This design comes from an exercise in tuning for small area and a short achievable clock period on the open sky130 flow, not from production work.
Function was checked by simulation only, so behaviour that the tests miss may differ from the original.
No activity file was given, so power comes from the tool's default toggle rates.

## riscv_single_core
module riscv_single_core(clk,rst,imem_addr,imem_rdata,dmem_addr,dmem_wdata,dmem_we,dmem_re,dmem_rdata,overflow,carry,negative,branch);
clock: 17.0 ns
lec_check: 0
cap_margin: 20
core_margin: 2
core_utilization: 55
setup_slack_margin: 3
slew_margin: 20
synth_hierarchical: 1
standard.sh (not shown) runs the stock make flow with config.mk's settings and CLKGATE_MAP_FILE= SYNTH_SCRIPT=/design/flow/synth_recipe.tcl, a recipe that flattens the netlist after the stock synthesis.
==> flow/flow/run.sh <==
#!/bin/bash
set -euo pipefail
bash standard.sh MATCH_CELL_FOOTPRINT=0 "BUFFER_PORTS_ARGS=-buffer_cell sky130_fd_sc_hd__buf_2" finish > standard_flow.log 2>&1
The starting point completed with no timing, DRC or antenna violations.
Rerun with:
==> flow/flow/run.sh (replaced) <==
#!/bin/bash
set -euo pipefail
bash standard.sh MATCH_CELL_FOOTPRINT=0 "BUFFER_PORTS_ARGS=-buffer_cell sky130_fd_sc_hd__buf_4" finish > standard_flow.log 2>&1
--- a/flow/config.mk
+++ b/flow/config.mk
@@ -10,2 +10,2 @@
-export CORE_UTILIZATION = 55
-export SETUP_SLACK_MARGIN = 3
+export CORE_UTILIZATION = 60
+export SETUP_SLACK_MARGIN = 3.5
=>
- combinational power climbs by about 6%
- setup slack gets better by 0.17 ns
- register-to-register slack gets worse by 0.06 ns
- fmax rose by 1.3%
- wire length climbs by 4.5%
- clock skew climbs by 0.024 ns
- sequential power is about the same
Rerun with:
==> flow/flow/run.sh (replaced) <==
#!/bin/bash
set -euo pipefail
bash standard.sh MATCH_CELL_FOOTPRINT=0 "BUFFER_PORTS_ARGS=-buffer_cell sky130_fd_sc_hd__buf_2" finish > standard_flow.log 2>&1
--- a/flow/config.mk
+++ b/flow/config.mk
@@ -11 +11,2 @@
-export SETUP_SLACK_MARGIN = 3.5
+export CTS_BUF_LIST = sky130_fd_sc_hd__clkbuf_8
+export SETUP_SLACK_MARGIN = 3
After rerunning:
- die area stays the same
- via count drops by 2.8%
- total power drops by 4.5%
- setup slack degrades by 0.16 ns

riscv_single_core again, from the RTL that the note above started with.
Design riscv_single_core, start of the top module:
module riscv_single_core(clk,rst,imem_addr,imem_rdata,dmem_addr,dmem_wdata,dmem_we,dmem_re,dmem_rdata,overflow,carry,negative,branch);
  input clk,rst;
  output [31:0]imem_addr;
  input  [31:0]imem_rdata;
  output [31:0]dmem_addr,dmem_wdata;
  output dmem_we,dmem_re;
  input  [31:0]dmem_rdata;
  output  overflow,carry,negative,branch;
  wire [31:0] instr = imem_rdata;
  wire [31:0] pc;
  wire [31:0] rd1, rd2, imm, sum, prod, pcplus4, pctarget;
  wire is_r, is_l, is_s, is_b, is_j, alusrc, regwrite;
  wire op_mul, op_and, op_or, op_slt, inv_b;
  wire [31:0] wd;
  control_unit_top ctrl(
    .instr(instr), .is_r(is_r), .is_l(is_l), .is_s(is_s), .is_b(is_b), .is_j(is_j),
    .alusrc(alusrc), .regwrite(regwrite),
    .op_mul(op_mul), .op_and(op_and), .op_or(op_or), .op_slt(op_slt), .inv_b(inv_b));
  extend ext(.instr(instr), .is_s(is_s), .is_j(is_j), .imm(imm));
  registerfile rf(
    .clk(clk), .rst(rst),
    .a1(instr[19:15]), .a2(instr[24:20]), .a3(instr[11:7]),
    .we3(regwrite), .wd3(wd), .rd1(rd1), .rd2(rd2));
  wire [31:0] res_other, wd_other;
  wire neg_other;
  alu alu1(
    .a(rd1), .rd2(rd2), .imm(imm), .alusrc(alusrc), .alusrc_n(~alusrc), .inv_b(inv_b),
    .op_and(op_and), .op_or(op_or), .op_slt(op_slt),
    .sum(sum), .result(res_other),
    .overflow(overflow), .carry(carry), .negative(neg_other));
  mul32lo mul(.a(rd1), .b(rd2), .p(prod));
  assign wd_other = is_l ? dmem_rdata : is_j ? pcplus4 : res_other;
  wire op_mul_n = ~op_mul;
  genvar gi;
  generate
    for (gi = 0; gi < 32; gi = gi + 1) begin : wsel
      late_mux m(.s(op_mul), .sn(op_mul_n), .late(prod[gi]), .early(wd_other[gi]), .y(wd[gi]));
    end
  endgenerate
  late_mux nsel(.s(op_mul), .sn(op_mul_n), .late(prod[31]), .early(neg_other), .y(negative));
  wire pcsrc = (is_b & (rd1 == rd2)) | is_j;
  pc_adder pcadd(.a(pc), .c(pcplus4));
  pctarget pct(.PC(pc), .instr(instr), .is_j(is_j), .Pctarget1(pctarget));
  programme_counter pcreg(.clk(clk), .rst(rst), .pc_next(pcsrc ? pctarget : pcplus4), .pc(pc));
  assign imem_addr = pc;
  assign dmem_addr = sum;
  assign dmem_wdata = rd2;
  ...
==> flow/config.mk <==
export PLATFORM = sky130hd
export DESIGN_NAME = riscv_single_core
export DESIGN_NICKNAME = riscv_single_core
export VERILOG_FILES = /design/flow/design.v
export SDC_FILE = /design/flow/constraint.sdc
export NUM_CORES = 4
export LEC_CHECK = 0
export CAP_MARGIN = 20
export CORE_MARGIN = 2
export CORE_UTILIZATION = 60
export SETUP_SLACK_MARGIN = 4
export SLEW_MARGIN = 20
export SYNTH_HIERARCHICAL = 1
==> flow/constraint.sdc <==
create_clock -name core_clock -period 17.0 [get_ports {clk}]
set_input_delay 3.4000 -clock core_clock [delete_from_list [all_inputs] [get_ports {clk}]]
set_output_delay 3.4000 -clock core_clock [all_outputs]
set_load 0.01 [all_outputs]
==> flow/flow/run.sh <==
#!/bin/bash
set -euo pipefail
bash standard.sh MATCH_CELL_FOOTPRINT=0 "BUFFER_PORTS_ARGS=-buffer_cell sky130_fd_sc_hd__buf_4" finish > standard_flow.log 2>&1
The first run completed with no timing, DRC or antenna violations.
Rerun with:
Settings changed: SETUP_SLACK_MARGIN 4 to 3.
Sequential power barely changes. Wire length is lower by 5.6%. Die area does not change. Global-route usage came out lower by 3.5 points.

## port drivers added, routing unchanged
No port has a modelled driver above. Below, the same layouts with a new extraction and two added sets of constraints. Step 1, drivers: a clkbuf_16 drives clk and a buf_2 each remaining input, both assumed. Step 2 also shifts input and output timing later by t, the mid clock arrival at the registers, as if the neighbouring blocks saw the same clock. Three values: ideal, step 1, step 2; two values: the first two.
run | shift t [ns] | setup slack, ns | clock arrival spread, ns | slew at the worst register clock pin (ns)
the first run of note 1 | 0.812 | 2.994 / 2.968 / 2.968 | 0.091 / 0.091 | 0.07 / 0.07
the second run of note 1 | 0.782 | 3.168 / 3.056 / 3.056 | 0.115 / 0.114 | 0.07 / 0.07
the third run of note 1 | 0.947 | 3.011 / 2.965 / 2.965 | 0.057 / 0.057 | 0.07 / 0.07
the first run of note 2 | 0.753 | 3.416 / 3.275 / 3.275 | 0.090 / 0.090 | 0.10 / 0.10
the second run of note 2 | 0.778 | 3.019 / 2.869 / 2.869 | 0.117 / 0.117 | 0.07 / 0.07
After both steps setup and hold are still met in every run listed. The setup slack of the second run of note 2, which loses most, moves by -0.150 ns with the drivers and by -0.150 ns with both steps.
